This design comes from an exercise in tuning for small area and a short achievable clock period on the open sky130 flow, not from production work. At most, simulation tests tie the RTL to the original design; equivalence was not proved. Power and IR drop assume default switching activity.

## systolic_array
module systolic_array #(
  parameter int ROW_DIM = 4
) (
  input logic clk, rst,
  input logic en, clear,
  input logic signed [7:0] row0_in, row1_in, row2_in, row3_in,
  input logic signed [7:0] col0_in, col1_in, col2_in, col3_in,
  output logic signed [31:0] mac00, mac01, mac02, mac03,  
  output logic signed [31:0] mac10, mac11, mac12, mac13,
  output logic signed [31:0] mac20, mac21, mac22, mac23,
  output logic signed [31:0] mac30, mac31, mac32, mac33
);
  logic [7:0] x1 [4], x2 [4], x3 [4];
  logic [3:1] valid;
  logic [7:0] col_in [4];
  assign col_in[0] = col0_in;
  assign col_in[1] = col1_in;
  assign col_in[2] = col2_in;
  assign col_in[3] = col3_in;
  always_ff @(posedge clk or posedge rst) begin
    if (rst) valid <= '0;
    else if (clear) valid <= '0;
    else if (en) valid <= {valid[2:1], 1'b1};
  end
  logic zero;
  always_ff @(posedge clk or posedge rst) begin
    if (rst) zero <= 1'b1;
    else zero <= clear | (zero & ~en);
  end
  always_ff @(posedge clk) begin
    if (en) begin
      for (int c = 0; c < 4; c++) begin
        x1[c] <= col_in[c];
        x2[c] <= x1[c];
        x3[c] <= x2[c];
      end
    end
  end
  logic [7:0] a0, a1, a2, a3;
  assign a0 = row0_in & {8{en}};
  assign a1 = row1_in & {8{en}};
  assign a2 = row2_in & {8{en}};
  assign a3 = row3_in & {8{en}};
  logic [7:0] b1 [4], b2 [4], b3 [4];
  always_comb begin
    for (int c = 0; c < 4; c++) begin
      b1[c] = x1[c] & {8{valid[1]}};
      b2[c] = x2[c] & {8{valid[2]}};
      b3[c] = x3[c] & {8{valid[3]}};
    end
  end
  mac u00 (.clk, .zero, .a(a0), .b(col0_in), .accumulate(mac00));
  mac u01 (.clk, .zero, .a(a1), .b(b1[0]),   .accumulate(mac01));
  mac u02 (.clk, .zero, .a(a2), .b(b2[0]),   .accumulate(mac02));
  mac u03 (.clk, .zero, .a(a3), .b(b3[0]),   .accumulate(mac03));
  mac u10 (.clk, .zero, .a(a0), .b(col1_in), .accumulate(mac10));
  mac u11 (.clk, .zero, .a(a1), .b(b1[1]),   .accumulate(mac11));
  mac u12 (.clk, .zero, .a(a2), .b(b2[1]),   .accumulate(mac12));
  mac u13 (.clk, .zero, .a(a3), .b(b3[1]),   .accumulate(mac13));
  ...
export LEC_CHECK = 0
export CAP_MARGIN = 20
export CORE_MARGIN = 2
export CORE_UTILIZATION = 62
export CTS_BUF_LIST = sky130_fd_sc_hd__clkbuf_4 sky130_fd_sc_hd__clkbuf_8
export SETUP_SLACK_MARGIN = 3.7
export SLEW_MARGIN = 20
export SYNTH_HIERARCHICAL = 1
create_clock -name core_clock -period 9.0 [get_ports {clk}]
standard.sh (not shown) runs the stock make flow with config.mk's settings and CLKGATE_MAP_FILE= SYNTH_SCRIPT=/design/flow/synth_recipe.tcl, a recipe that flattens the netlist after the stock synthesis.
==> flow/flow/run.sh <==
#!/bin/bash
# Standard ORFS layout with three changes:
#  - after the standard synthesis, full adders are re-polarised (flow/fapol.py)
#    to drop most of the inverters Yosys leaves between them;
#  - input ports are buffered with buf_4 (flow/pre_place.tcl) and output
#    ports with buf_1, instead of the default buffer cell.
# Each tool's output goes to a log file of its own in this folder.
set -euo pipefail
R=orfs/results/${FLOW_PLATFORM}/systolic_array/base
bash standard.sh synth > synth.log 2>&1
python3 flow/fapol.py $R/1_2_yosys.v $R/1_2_yosys_pol.v > fapol.log 2>&1
cp $R/1_2_yosys.v 1_2_yosys_std.v
mv $R/1_2_yosys_pol.v $R/1_2_yosys.v
rm -f $R/1_synth.odb $R/1_synth.sdc
export PRE_GLOBAL_PLACE_TCL=$PWD/flow/pre_place.tcl
export POST_GLOBAL_PLACE_TCL=$PWD/flow/post_place.tcl
export BUFFER_PORTS_ARGS="-outputs -buffer_cell sky130_fd_sc_hd__buf_1"
bash standard.sh finish > layout.log 2>&1
Other scripts of this flow, unchanged in this note and not shown: flow/flow/fapol.py, flow/flow/post_place.tcl, flow/flow/pre_place.tcl
Next try:
--- a/flow/design.v
+++ b/flow/design.v
@@ -1,17 +1,17 @@
-module mac_add12c (
-  input  logic [11:0] x, y,
+module mac_add13c (
+  input  logic [12:0] x, y,
   input  logic ci,
-  output logic [11:0] s,
+  output logic [12:0] s,
   output logic        co
 );
-  wire [11:0] g = x & y;
-  wire [11:0] p = x ^ y;
+  wire [12:0] g = x & y;
+  wire [12:0] p = x ^ y;
   wire G1_1 = g[1] | (p[1] & g[0]);
   wire P1_1 = p[1] & p[0];
   wire G1_3 = g[3] | (p[3] & g[2]);
   wire P1_3 = p[3] & p[2];
   wire G1_5 = g[5] | (p[5] & g[4]);
   wire P1_5 = p[5] & p[4];
   wire G1_7 = g[7] | (p[7] & g[6]);
   wire P1_7 = p[7] & p[6];
   wire G1_9 = g[9] | (p[9] & g[8]);
@@ -32,39 +32,44 @@
   wire P2_11 = P1_11 & P1_9;
   wire G4_4 = g[4] | (p[4] & G2_3);
   wire P4_4 = p[4] & P2_3;
   wire G4_5 = G1_5 | (P1_5 & G2_3);
   wire P4_5 = P1_5 & P2_3;
   wire G4_6 = G2_6 | (P2_6 & G2_3);
   wire P4_6 = P2_6 & P2_3;
   wire G4_7 = G2_7 | (P2_7 & G2_3);
   wire P4_7 = P2_7 & P2_3;
+  wire G4_12 = g[12] | (p[12] & G2_11);
+  wire P4_12 = p[12] & P2_11;
   wire G8_8 = g[8] | (p[8] & G4_7);
   wire P8_8 = p[8] & P4_7;
   wire G8_9 = G1_9 | (P1_9 & G4_7);
   wire P8_9 = P1_9 & P4_7;
   wire G8_10 = G2_10 | (P2_10 & G4_7);
   wire P8_10 = P2_10 & P4_7;
   wire G8_11 = G2_11 | (P2_11 & G4_7);
   wire P8_11 = P2_11 & P4_7;
+  wire G8_12 = G4_12 | (P4_12 & G4_7);
+  wire P8_12 = P4_12 & P4_7;
   assign s[0] = p[0] ^ ci;
   assign s[1] = p[1] ^ (g[0] | (p[0] & ci));
   assign s[2] = p[2] ^ (G1_1 | (P1_1 & ci));
   assign s[3] = p[3] ^ (G2_2 | (P2_2 & ci));
   assign s[4] = p[4] ^ (G2_3 | (P2_3 & ci));
   assign s[5] = p[5] ^ (G4_4 | (P4_4 & ci));
   assign s[6] = p[6] ^ (G4_5 | (P4_5 & ci));
   assign s[7] = p[7] ^ (G4_6 | (P4_6 & ci));
   assign s[8] = p[8] ^ (G4_7 | (P4_7 & ci));
   assign s[9] = p[9] ^ (G8_8 | (P8_8 & ci));
   assign s[10] = p[10] ^ (G8_9 | (P8_9 & ci));
   assign s[11] = p[11] ^ (G8_10 | (P8_10 & ci));
-  assign co = G8_11 | (P8_11 & ci);
+  assign s[12] = p[12] ^ (G8_11 | (P8_11 & ci));
+  assign co = G8_12 | (P8_12 & ci);
 endmodule
 module mac (
   input  logic clk,
   input  logic zero,       
   input  logic [7:0] a,    
   input  logic [7:0] b,    
   output logic [31:0] accumulate
 );
   logic [15:0] lo_q, hi_q;
@@ -255,25 +260,25 @@
   wire c174 = (c124 & s147) | (c124 & c146) | (s147 & c146);
   wire s175 = lo[14] ^ pp64 ^ c148;
   wire c176 = (lo[14] & pp64) | (lo[14] & c148) | (pp64 & c148);
   wire s177 = 1'b1 ^ lo[15];
   wire c178 = 1'b1 & lo[15];
   wire [15:0] ra = {c176, c174, c172, c170, c168, c166, c164, c162, c160, c158, c156, c154, c152, c150, s149, lo[0]};
   wire [15:0] rb = {s177, s175, s173, s171, s169, s167, s165, s163, s161, s159, s157, s155, s153, s151, pp9, pp1};
   wire [15:0] sum;
   wire c16;
-  wire [4:0] rc;
+  wire [3:0] rc;
   assign rc[0] = 1'b0;
-  for (genvar i = 0; i < 4; i++) begin : g_rip
+  for (genvar i = 0; i < 3; i++) begin : g_rip
     assign sum[i] = ra[i] ^ rb[i] ^ rc[i];
     assign rc[i+1] = (ra[i] & rb[i]) | (ra[i] & rc[i]) | (rb[i] & rc[i]);
   end
-  mac_add12c u_add (.x(ra[15:4]), .y(rb[15:4]), .ci(rc[4]), .s(sum[15:4]), .co(c16));
+  mac_add13c u_add (.x(ra[15:3]), .y(rb[15:3]), .ci(rc[3]), .s(sum[15:3]), .co(c16));
   wire t16 = c178;
   always_ff @(posedge clk) begin
     lo_q <= sum;
     hi_q <= hi;
     up_q <= c16 & t16;
     dn_q <= ~c16 & ~t16;
   end
 endmodule
 module systolic_array #(
After rerunning: The new run went through all stages and came out clean. Setup slack gets worse by 0.083 ns. Fmax is lower slightly. Clock skew is about the same. Clock-buffer cell count goes up by 24. Sequential cell count stays the same. Cell area goes down slightly. First-iteration DRC count fell by a few percent. Power falls slightly. Global-route usage is higher by 0.83 points. Synthesized cell count goes down by a few percent.

---

systolic_array, a different RTL version from the one above (not shown whole).
Size: roughly 6100 cells after synthesis, ~640 flip-flops.
==> flow/design.v (excerpt) <==
module systolic_array #(
  parameter int ROW_DIM = 4
) (
  input logic clk, rst,
  input logic en, clear,
  input logic signed [7:0] row0_in, row1_in, row2_in, row3_in,
  input logic signed [7:0] col0_in, col1_in, col2_in, col3_in,
  output logic signed [31:0] mac00, mac01, mac02, mac03,  
  output logic signed [31:0] mac10, mac11, mac12, mac13,
  output logic signed [31:0] mac20, mac21, mac22, mac23,
  output logic signed [31:0] mac30, mac31, mac32, mac33
);
clock: 9.0 ns
lec_check: 0
cap_margin: 20
core_margin: 2
core_utilization: 40
setup_slack_margin: 3
slew_margin: 20
synth_hierarchical: 1
run.sh (not shown) runs the stock make flow with config.mk's settings and CLKGATE_MAP_FILE= SYNTH_SCRIPT=/design/flow/synth_recipe.tcl, a recipe that flattens the netlist after the stock synthesis.
Stock flow here: none of the scripts above is used.
The baseline produced a clean layout.
Then changed:
--- a/flow/design.v
+++ b/flow/design.v
@@ -1,22 +1,22 @@
 module mac (
   input  logic clk, rst,
   input  logic clear,
   input  logic [7:0] a,    
   input  logic [7:0] b,    
   output logic [31:0] accumulate
 );
   logic [15:0] lo_q, hi_q;
   logic up_q, dn_q;
-  wire [15:0] al = lo_q;
+  wire [15:0] al = lo_q & {16{~clear}};
   wire pp1 = a[0] & b[0];
   wire pp2 = a[0] & b[1];
   wire pp3 = a[0] & b[2];
   wire pp4 = a[0] & b[3];
   wire pp5 = a[0] & b[4];
   wire pp6 = a[0] & b[5];
   wire pp7 = a[0] & b[6];
   wire pp8 = ~(a[0] & b[7]);
   wire pp9 = a[1] & b[0];
   wire pp10 = a[1] & b[1];
   wire pp11 = a[1] & b[2];
   wire pp12 = a[1] & b[3];
@@ -279,25 +279,25 @@
       hi[i] = hi_q[i] ^ ((up_q & (&(hi_q | (16'hffff << i)))) |
                          (dn_q & ~(|(hi_q & ~(16'hffff << i)))));
     end
   end
   assign accumulate = {hi, lo_q};
   always_ff @(posedge clk or posedge rst) begin
     if (rst) begin
       lo_q <= '0;
       hi_q <= '0;
       up_q <= 1'b0;
       dn_q <= 1'b0;
     end else begin
-      lo_q <= lo[15:0] & {16{~clear}};
+      lo_q <= lo[15:0];
       hi_q <= hi & {16{~clear}};
       up_q <= cnt[1];
       dn_q <= ~cnt[1] & ~cnt[0];
     end
   end
 endmodule
 module systolic_array #(
   parameter int ROW_DIM = 4
 ) (
   input logic clk, rst,
   input logic en, clear,
   input logic signed [7:0] row0_in, row1_in, row2_in, row3_in,
Result:
- The changed run finished clean
- wire length grows by 2.7%
- design area grows by 0.34%
- global-route usage shrinks by 0.32 points
- fmax grows by 2.2%
- power shrinks by 7.7%
- critical path depth shrinks by 3
- non-clock buffer count shrinks by 45
- count of clock-buffer cells in the layout grows by 1
Function was not checked in any run of this note: the RTL went through the layout flow alone.

-- port drivers added, routing unchanged --
No port has a modelled driver above. Below, the same layouts with a new extraction and two added sets of constraints. Step 1 sets driving cells, clkbuf_16 on the clock port and buf_2 on the other inputs (assumed; they add their load-dependent delay and slew). Step 2 moves the port delays by t, midway between the first and last clock arrival at a register: inputs arrive t later, outputs are due t later. That takes back most of the time a late clock gives input paths. Three values: ideal, step 1, step 2; two values: the first two.
run | shift t [ns] | setup WS [ns] | worst setup path after step 2
the first run of note 1 | 0.883 | 3.849 / 3.666 / 2.783 | input to register
the second run of note 1 | 0.875 | 3.766 / 3.466 / 2.591 | input to register
the first run of note 2 | 0.772 | 2.957 / 2.853 / 2.081 | input to register
the second run of note 2 | 0.776 | 3.087 / 2.962 / 2.187 | input to register
After both steps setup and hold are still met in every run listed. For the second run of note 1, which loses most, drivers alone change the setup slack by -0.300 ns; drivers and shift together by -1.175 ns.
